Background: an optimization exercise with open tools, aiming at small area and a short achievable clock period. Do not read the settings as production practice. Where RTL was checked, it was by simulation tests only, not by an equivalence proof against the original. The RTL of run 2 was laid out without a check of its function. Power and IR drop assume default switching activity.

**flow/design.v**
```verilog
module rv6_alu_top (
    input             clk,
    input      [63:0] a,
    input      [63:0] b,
    input      [ 6:0] opcode,
    input      [ 2:0] op,
    input             mod,
    output reg [63:0] alu_out
);
    reg [63:0] a_q;
    reg [63:0] b_q;
    reg [ 6:0] opcode_q;
    reg [ 2:0] op_q;
    reg        mod_q;
    wire [63:0] alu_res;
    always @(posedge clk) begin
        a_q      <= a;
        b_q      <= b;
        opcode_q <= opcode;
        op_q     <= op;
        mod_q    <= mod;
        alu_out  <= alu_res;
    end
    alu u_alu (
        .a       (a_q      ),
        .b       (b_q      ),
        .alu_out (alu_res  ),
        .opcode  (opcode_q ),
        .op      (op_q     ),
        .mod     (mod_q    )
    );
endmodule

module alu (
    input      [63:0] a,
    input      [63:0] b,
    output reg [63:0] alu_out,
    input      [ 6:0] opcode,
    input      [ 2:0] op,
    input             mod
);
    wire w = opcode[3];
    wire mod_sub = mod && opcode[5];
    wire [63:0] op1 = w ? {{32{a[31]}}, a[31:0]} : a;
    wire [63:0] op2 = w ? {{32{b[31]}}, b[31:0]} : b;
    wire [5:0] shamt = {op2[5] & ~w, op2[4:0]};
    wire [63:0] d_add = mod_sub ? op1 - op2 : op1 + op2;
    wire [31:0] add_ext = w ? {32{d_add[31]}} : d_add[63:32];
    wire [63:0] d_sll = op1 << shamt;
    wire [31:0] sll_ext = w ? {32{d_sll[31]}} : d_sll[63:32];
    wire signed [63:0] op1_s = op1;
    wire signed [63:0] op2_s = op2;
    wire slt = op1_s < op2_s;
    wire [63:0] d_slt = {63'b0, slt};
    wire [31:0] slt_ext = 32'b0;
    wire [63:0] d_sltu = {63'b0, op1 < op2};
    wire [31:0] sltu_ext = 32'b0;
    wire [63:0] d_xor = op1 ^ op2;
    wire [31:0] xor_ext = d_xor[63:32];
    wire signed [63:0] op1_sd = a;
    wire signed [63:0] op2_sd = b;
    wire signed [31:0] op1_sw = a[31:0];
    wire signed [31:0] op2_sw = b[31:0];
    wire [63:0] srl     = op1_sd >>  shamt;
    wire [63:0] sra     = op1_sd >>> shamt;
    wire [31:0] srlw    = op1_sw >>  shamt;
    wire [31:0] sraw    = op1_sw >>> shamt;
    wire [63:0] shr_d   = mod ? sra  : srl;
    wire [31:0] shr_w   = mod ? sraw : srlw;
    wire [63:0] d_shr   = w ? shr_w : shr_d;
    wire [31:0] shr_ext = w ? {32{mod ? sraw[31] : srlw[31]}} : d_shr[63:32];
    wire [63:0] d_or = op1 | op2;
    wire [31:0] or_ext = d_or[63:32];
    wire [63:0] d_and = op1 & op2;
    wire [31:0] and_ext = d_and[63:32];
    wire [63:0] alu_out_mux [0:7];
    assign alu_out_mux[0] = d_add;
    assign alu_out_mux[1] = d_sll;
    assign alu_out_mux[2] = d_slt;
    assign alu_out_mux[3] = d_sltu;
    assign alu_out_mux[4] = d_xor;
    assign alu_out_mux[5] = d_shr;
    assign alu_out_mux[6] = d_or;
    assign alu_out_mux[7] = d_and;
    wire [31:0] alu_ext_mux [0:7];
    assign alu_ext_mux[0] = add_ext;
    assign alu_ext_mux[1] = sll_ext;
    assign alu_ext_mux[2] = slt_ext;
    assign alu_ext_mux[3] = sltu_ext;
    assign alu_ext_mux[4] = xor_ext;
    assign alu_ext_mux[5] = shr_ext;
    assign alu_ext_mux[6] = or_ext;
    assign alu_ext_mux[7] = and_ext;
    always @(*) begin
        case(opcode)
            7'b0010011, 7'b0110011, 7'b0011011, 7'b0111011: alu_out = {alu_ext_mux[op], alu_out_mux[op][31:0]};
            7'b0110111: alu_out = b;
            default: alu_out = a + b;
        endcase
    end
endmodule
```
**flow/run.sh**
```bash
#!/bin/bash
# synth_recipe.tcl (not shown) runs the flow's synth.tcl, then flattens the netlist and writes it again
# the make line also repeats each setting of config.mk as NAME=value (left out here)
make -C /OpenROAD-flow-scripts/flow DESIGN_CONFIG=/design/flow/config.mk WORK_HOME=/design/flow/orfs CLKGATE_MAP_FILE= SYNTH_SCRIPT=/design/flow/synth_recipe.tcl finish
```
**flow/config.mk**
```make
export PLATFORM = sky130hd
export DESIGN_NAME = rv6_alu_top
export DESIGN_NICKNAME = rv6_alu_top
export VERILOG_FILES = /design/flow/design.v
export SDC_FILE = /design/flow/constraint.sdc
export NUM_CORES = 4
export LEC_CHECK = 0
export CAP_MARGIN = 20
export CORE_MARGIN = 2
export CORE_UTILIZATION = 30
export SETUP_SLACK_MARGIN = 0.5
export SLEW_MARGIN = 20
```
**flow/constraint.sdc**
```tcl
create_clock -name core_clock -period 5.5 [get_ports {clk}]
set_input_delay 1.1000 -clock core_clock [delete_from_list [all_inputs] [get_ports {clk}]]
set_output_delay 1.1000 -clock core_clock [all_outputs]
set_load 0.01 [all_outputs]
```
==> flow_summary.ini, run 1 <==
[timing]
fin_crit_ns = 4.967
drv_slew = 0
skew_ns = 0.02013
finalSetupViolations = 0
maxSlewHeadroom_pct = 25.98
timing.fmax_mhz = 201.3
holdWs_ns = 0.5224
worstMarginPinSlew_ns = 1.100
hold_viol = 0
rsz0062_at_grt = false
finalSetupTns_ns = 0
fin_crit_sh_pct = 90.31

[global_routing]
grt_max_degree = 136
grt-ovfl-total = 0
antenna_found_initial = 13
grt_pass1_wl_mm = 226.0
grt_pass1_vias = 30840
track_usage_pct = 31.33

[power]
ir_worst_vdd_mv = 0.2554
power.leakage_nw = 12.96
power_density_mw_per_mm2 = 232.2

[synthesis]
synth_commonest_cells = 482 x a21oi_1, 414 x nor2_1, 404 x o21ai_0
synthDistinctLibCells = 96
async_flop_share_pct = 0
synth_top_area_share_pct = 14.28
synth_area_leaders = dfxtp_1 14%, ha_1 9.9%, a21oi_1 8.5%, mux4_2 7.5%, o21ai_0 7.1%
synth_most_common_cell = a21oi_1
yosysWarnings = 2
syn_area_mm2 = 0.02846
syn_inst = 3929
ys.flop_type = dfxtp_1
yosysTopAreaCell = dfxtp_1
synth_fp_nets = 4296
synth_seq_cells = 203
syn_avg_cell_area_um2 = 7.244
ys_seq_area_share_pct = 14.28
synth_edf_count = 0

[floorplanning]
die_x_um = 312.0
die_h_um = 312.0
fp.dieArea_mm2 = 0.09735
coreArea_mm2 = 0.09361
pin_count = 204
initial_utilization_pct = 30.40
row_count = 112

[worst_setup_path]
critical_path_class = reg2reg
path_max_fanout = 11
cp-start-kind = flip-flop
endpoint_kind = flip-flop
cp.arrival_ns = 5.46
cp.required_ns = 5.99
r2r_cells = 14

[cells_and_area]
final_core_util_pct = 34.87
drive_gt1_share_pct = 10.04
finalNetCount = 4342
final_area_mm2 = 0.03265
syn_to_final_growth_pct = 14.71

[placed_design]
post-dp-hpwl_mm = 124.9
placed_cell_area_mm2 = 0.03167
place.gp.congestion = 1.056
portBuffers = 203

[drt]
viasPerCell = 6.327
route.detailed.drc = 0
vias = 33240
avgRoutedWirePerCell_um = 30.67
drt_iter0_drc = 4939
firstDrtPassIters = 8
antenna_left = 0
wl_mm = 161.1

[clocking]
clk_path_buf_depth = 3
clk_pin_slew_ns = 0.06
tritoncts = yes
cts_buffers = 29
htree_levels = 1
cts.sink_count = 203
insertion_delay_ns = 0.63
cts-root-buf = clkbuf_16

[min_path]
min_path_type = reg2reg
hold_depth = 1

[run_status]
status = no timing/DRC/antenna violations

[job]
drv_cap = 0
==> sequential cells by signal (all words and copies together), names as in the netlist <==
signal,flops
a_q,64
alu_out,64
b_q,64
mod_q,1
op_q,3
opcode_q,7
==> path summary, 6_finish.rpt <==
check | endpoint | from | slack, ns
hold reg to reg | alu_out[56]$_DFF_P_ | b_q[56]$_DFF_P_ | 0.52
setup reg to reg | alu_out[63]$_DFF_P_ | a_q[8]$_DFF_P_ | 0.53
hold / removal | alu_out[56]$_DFF_P_ | b_q[56]$_DFF_P_ | 0.52
setup / recovery | alu_out[63]$_DFF_P_ | a_q[8]$_DFF_P_ | 0.53
==> metrics by stage <==
stage / std cells / total power, mW / setup slack (ns)
after global placement: 5198 / 5.523 / 0.7227
after global routing: 5249 / 7.876 / 0.5095
after detailed placement: 5198 / 5.491 / 0.7478
after floorplan: 3929 / 4.025 / 0.6887
final: 5253 / 7.579 / 0.5332
after CTS: 5249 / 7.498 / 0.7214
==> critical path, stage by stage (launching register included) <==
cell	delay (ns)
dfxtp_1	0.64
inv_1	0.10
ha_1	0.47
or4_1	0.59
a211oi_2	0.38
o21ai_0	0.16
buf_4	0.19
a21oi_1	0.50
a211oi_1	0.17
buf_4	0.20
o21ai_0	0.64
o21ai_0	0.25
xor2_1	0.19
o221ai_1	0.21
o221ai_1	0.15
==> cells in the final DEF, fill, tap and decap left out, drive strengths merged, types with 31 or more instances in the layout <==
cell / instances
a211oi: 47
a21o: 51
a21oi: 482
a221oi: 38
a31oi: 43
buf: 124
clkbuf: 36
clkdlybuf4s50: 203
dfxtp: 203
ha: 225
inv: 228
mux2: 62
mux2i: 130
mux4: 95
nand2: 314
nand3: 56
nand4: 36
nor2: 415
nor3: 77
nor4: 38
o211ai: 49
o21ai: 407
o21bai: 43
o221ai: 68
o31ai: 31
xnor2: 95
==> layout make-up <==
| cell class | instances | area [um2] |
|---|---|---|
| fillers | 10150 | 60960 |
| multi-input cells | 3186 | 22130 |
| flip-flops and latches | 203 | 4090 |
| repair buffers | 327 | 3042 |
| well taps | 1254 | 1569 |
| inverters | 228 | 858.3 |
| clock buffers | 36 | 802.0 |
| clock inverters | 15 | 150.1 |
| diodes | 4 | 10.01 |
==> power by group <==
part | switching, mW | leakage, nW | internal (mW) | total [mW]
Clock | 0.832 | 0.458 | 1.12 | 1.95
Combinational | 2.40 | 10.8 | 1.40 | 3.80
Sequential | 0.188 | 1.72 | 1.64 | 1.82
Total | 3.42 | 13.0 | 4.16 | 7.58
==> per-layer routing <==
metal / global-route usage (%) / up-vias / share of wire, %
met5: 0 / - / 0.043
met4: 13.04 / 12 / 4.8
met3: 8.401 / 376 / 12
met2: 46.45 / 2138 / 42
met1: 42.69 / 16100 / 41
li1: - / 14610 / -
==> cell families (layout without fill, tap and decap cells) <==
group / count (synthesis) / after routing / synth area share [%]
AOI/OAI and AO/OA: 1492 / 1492 / 32.76
and+or+nand+nor: 1065 / 1065 / 16.69
buffers and inverters: 540 / 606 / 8.151
muxes: 287 / 287 / 14.54
adders and majority gates: 227 / 227 / 10.03
DFF: 203 / 203 / 14.28
xor gates and xnor gates: 115 / 115 / 3.539
other: 0 / 4 / 0
==> what timing repair did <==
item,4_1_cts,5_1_grt
gates resized for setup,0,4
setup endpoints to repair,0,3
buffers inserted,0,0
hold buffers,0,0
==> inputs of run 2 (changes only) <==
==> flow/design.v (replaced) <==
module rv6_alu_top (
    input             clk,
    input      [63:0] a,
    input      [63:0] b,
    input      [ 6:0] opcode,
    input      [ 2:0] op,
    input             mod,
    output reg [63:0] alu_out
);
    reg [63:0] a_q;
    reg [63:0] b_q;
    reg [ 6:0] opcode_q;
    reg [ 2:0] op_q;
    reg        mod_q;
    wire [63:0] alu_res;
    always @(posedge clk) begin
        a_q      <= a;
        b_q      <= b;
        opcode_q <= opcode;
        op_q     <= op;
        mod_q    <= mod;
        alu_out  <= alu_res;
    end
    alu u_alu (
        .a       (a_q      ),
        .b       (b_q      ),
        .alu_out (alu_res  ),
        .opcode  (opcode_q ),
        .op      (op_q     ),
        .mod     (mod_q    )
    );
endmodule

module alu (
    input      [63:0] a,
    input      [63:0] b,
    output     [63:0] alu_out,
    input      [ 6:0] opcode,
    input      [ 2:0] op,
    input             mod
);
    wire alu_op = ~opcode[6] & opcode[4] & ~opcode[2] & opcode[1] & opcode[0];
    wire lui    = (opcode == 7'b0110111);
    wire w      = opcode[3];
    wire wa     = alu_op & w;
    wire s_add  = alu_op ? (op == 3'd0) : ~lui;
    wire s_shl  = alu_op & (op == 3'd1);
    wire s_slt  = alu_op & (op[2:1] == 2'b01);
    wire s_xor  = alu_op & (op == 3'd4);
    wire s_shr  = alu_op & (op == 3'd5);
    wire s_or   = alu_op & (op == 3'd6);
    wire s_and  = alu_op & (op == 3'd7);
    wire s_lui  = ~alu_op & lui;
    wire sub = alu_op & (((op == 3'd0) & mod & opcode[5]) | (op[2:1] == 2'b01));
    wire [63:0] bx = b ^ {64{sub}};
    wire [65:0] s66 = {1'b0, a, 1'b1} + {1'b0, bx, sub};
    wire [63:0] sum = s66[64:1];
    wire        c64 = s66[65];
    wire        c32 = sum[32] ^ a[32] ^ bx[32];
    wire ltu = w ? ~c32 : ~c64;
    wire lt  = ltu ^ (op[0] ? 1'b0 : (w ? (a[31] ^ b[31]) : (a[63] ^ b[63])));
    wire [5:0] sh = {b[5] & ~w, b[4:0]};
    wire shl = ~op[2];
    wire [63:0] a_rev;
    genvar gi;
    generate
        for (gi = 0; gi < 64; gi = gi + 1) begin : g_rev
            assign a_rev[gi] = a[63 - gi];
        end
    endgenerate
    wire [31:0] hi_src = w ? {32{mod & a[31]}} : a[63:32];
    wire [63:0] src  = shl ? a_rev : {hi_src, a[31:0]};
    wire        fill = ~shl & mod & src[63];
    wire [63:0] t0 = sh[0] ? {fill,      src[63:1]}  : src;
    wire [63:0] t1 = sh[1] ? {{ 2{fill}}, t0[63:2]}  : t0;
    wire [63:0] t2 = sh[2] ? {{ 4{fill}}, t1[63:4]}  : t1;
    wire [63:0] t3 = sh[3] ? {{ 8{fill}}, t2[63:8]}  : t2;
    wire [63:0] t4 = sh[4] ? {{16{fill}}, t3[63:16]} : t3;
    wire [63:0] R  = sh[5] ? {{32{fill}}, t4[63:32]} : t4;
    wire [63:0] R_rev;
    generate
        for (gi = 0; gi < 64; gi = gi + 1) begin : g_rrev
            assign R_rev[gi] = R[63 - gi];
        end
    endgenerate
    wire [63:0] r = ({64{s_add}} & sum)
                  | ({64{s_shl}} & R_rev)
                  | ({64{s_shr}} & R)
                  | ({64{s_xor}} & (a ^ b))
                  | ({64{s_or }} & (a | b))
                  | ({64{s_and}} & (a & b))
                  | ({64{s_lui}} & b)
                  | {63'b0, s_slt & lt};
    assign alu_out = {wa ? {32{r[31]}} : r[63:32], r[31:0]};
endmodule
==> flow_summary.ini, run 2 <==
[run_status]
status = no timing/DRC/antenna violations

[timing]
finalSetupViolations = 0
fin_crit_sh_pct = 87.24
fin_crit_ns = 4.798
hold_viol = 0
finalSetupTns_ns = 0
worstMarginPinSlew_ns = 1.033
drv_slew = 0
rsz0062_at_grt = false
timing.fmax_mhz = 208.4
maxSlewHeadroom_pct = 31.05
worst_slack_ns = 0.7020
skew_ns = 0.03196

[clocking]
clk_pin_slew_ns = 0.07
cts_resized = 0
cts.sink_count = 203
insertion_delay_ns = 0.58
clk_path_buf_depth = 3
tritoncts = yes
cts_hold_buf = 0
htree_levels = 1
postCtsSetupBuffers = 0
cts_buffers = 25
cts-root-buf = clkbuf_16

[floorplanning]
coreArea_mm2 = 0.06435
row_count = 93
initial_utilization_pct = 30.26
pin_count = 204
die_h_um = 258.8
fp.dieArea_mm2 = 0.06696
die_x_um = 258.8

[drt]
wl_mm = 90.52
viasPerCell = 5.884
antenna_left = 0
avgRoutedWirePerCell_um = 26.25
drt_iter0_drc = 2530
vias = 20290
route.detailed.drc = 0
firstDrtPassIters = 6

[worst_setup_path]
cp.arrival_ns = 5.27
crit_start = mod_q$_DFF_P_
path_max_fanout = 17
rr_endpoint = alu_out[0]$_DFF_P_
cp.required_ns = 5.97
reg2reg_from = mod_q$_DFF_P_
endpoint_kind = flip-flop
rrSetupSlack_ns = 0.70
critical_path_class = reg2reg
cp-start-kind = flip-flop
r2r_cells = 17
cp-endpoint = alu_out[0]$_DFF_P_

[min_path]
min_path_type = reg2reg

[power]
ir_worst_vdd_mv = 0.2710
power.leakage_nw = 9.643
power_density_mw_per_mm2 = 249.2

[placed_design]
post-dp-hpwl_mm = 71.32
dp.cells = 3402
portBuffers = 203
pre_cts_ws_ns = 0.6371
place.gp.congestion = 1.026

[synthesis]
synthDistinctLibCells = 78
ys.flop_type = dfxtp_1
yosysTopAreaCell = dfxtp_1
synth_commonest_cells = 243 x nand2_1, 220 x a21oi_1, 211 x nor2_1
ys_seq_area_share_pct = 20.87
synth_area_leaders = dfxtp_1 21%, ha_1 13%, mux4_2 7.7%, a21oi_1 5.7%, mux2i_1 5.6%
syn_avg_cell_area_um2 = 7.929
synth_top_area_share_pct = 20.87
syn_inst = 2456
async_flop_share_pct = 0
syn_area_mm2 = 0.01947
yosysWarnings = 1
synth_fp_nets = 2801
synth_most_common_cell = nand2_1
synth_seq_cells = 203
synth_edf_count = 0

[global_routing]
antenna_found_initial = 4
grt_pass1_vias = 19230
grt_max_degree = 72
grt-ovfl-total = 0
track_usage_pct = 26.26
grt_pass1_wl_mm = 130.8

[cells_and_area]
layout_commonest_cell = nand2_1
fin_cells = 3448
syn_to_final_growth_pct = 19.42
layout_common_cells = 243 x nand2_1, 218 x a21oi_1, 208 x nor2_1
finalNetCount = 2919
reg_top3 = a_q (64), alu_out (64), b_q (64)
drive_gt1_share_pct = 8.716
diodes = 0

[job]
drv_cap = 0
run 2: power by group:
group	internal [mW]	leakage [nW]	switching, mW
Sequential	1.64	1.71	0.167
Clock	0.956	0.418	0.738
Combinational	0.940	7.51	1.35
run 2: kinds of logic after synthesis:
group,synth area share (%)
mux,14.05
fa+ha+maj,13.17
xor+xnor,5.128
compound gates,25.10
flops,20.87
buf+inv,6.785
simple gates,14.89
run 2: routing by layer:
metal	GRT usage, %	vias up	share of wire (%)
met5	0	-	0.022
met4	15.57	4	6.7
met3	5.624	235	10
met2	39.69	1162	43
met1	34.33	9696	40
li1	-	9190	-
run 2: critical path, stage by stage (launching register included):
cell,delay (ns)
dfxtp_1,0.46
nand3b_1,0.20
a2111oi_4,0.47
buf_4,0.32
buf_6,0.30
xnor2_1,0.16
ha_1,0.32
a21o_1,0.21
a21o_1,0.17
a21oi_1,0.32
o21ai_0,0.16
a211o_1,0.39
nor3_1,0.28
a21oi_1,0.14
o21ai_0,0.18
a22oi_1,0.10
xor2_1,0.19
o21ai_0,0.28
run 2: worst min path at each step:
stage          depth (start not counted)                   to  slack (ns)             from
4_1_cts                                2  alu_out[24]$_DFF_P_        0.65  b_q[24]$_DFF_P_
3_3_place_gp                           2  alu_out[24]$_DFF_P_        0.63  b_q[24]$_DFF_P_
5_1_grt                                2  alu_out[24]$_DFF_P_        0.67  b_q[24]$_DFF_P_
2_1_floorplan                          2  alu_out[24]$_DFF_P_        0.51  b_q[24]$_DFF_P_
3_5_place_dp                           2  alu_out[24]$_DFF_P_        0.63  b_q[24]$_DFF_P_
6_report                               2  alu_out[24]$_DFF_P_        0.64  b_q[24]$_DFF_P_
run 2: area by class of cell:
type,instances,area [um2]
Multi-Input combinational cell,1925,14170
Timing Repair Buffer,266,2534
Clock inverter,15,145.1
Sequential cell,203,4078
Fill cell,6741,41090
Tap cell,855,1070
Clock buffer,31,688.2
Inverter,153,574.3
run 2: per-stage QoR:
step	hold WS [ns]	utilization [%]	power (mW)	instance area (um2)
finish	0.6445	36.14	5.796	23250
global route	0.6657	36.14	6.036	23250
CTS	0.6475	36.08	5.780	23220
detailed placement	0.6303	34.79	4.041	22390
global placement	0.6343	34.79	4.056	22390
floorplan	0.5140	-	3.020	19470

afterwards: timing with drivers on the ports:
No port has a modelled driver above. Below, the same layouts with a new extraction and two added sets of constraints. Step 1 (the two cells are an assumption about what drives the block):
set clk [get_ports {clk}]
set_driving_cell -lib_cell sky130_fd_sc_hd__clkbuf_16 $clk
set_driving_cell -lib_cell sky130_fd_sc_hd__buf_2 [delete_from_list [all_inputs] $clk]
Step 2 moves the port delays by t, midway between the first and last clock arrival at a register: inputs arrive t later, outputs are due t later. That takes back most of the time a late clock gives input paths. Three values: ideal, step 1, step 2; two values: the first two.
run	t (ns)	setup WS [ns]	worst setup path after step 2
run 1	0.687	0.533 / 0.533 / 0.533	register to register
run 2	0.627	0.702 / 0.702 / 0.702	register to register
After both steps every run listed still meets setup and hold.
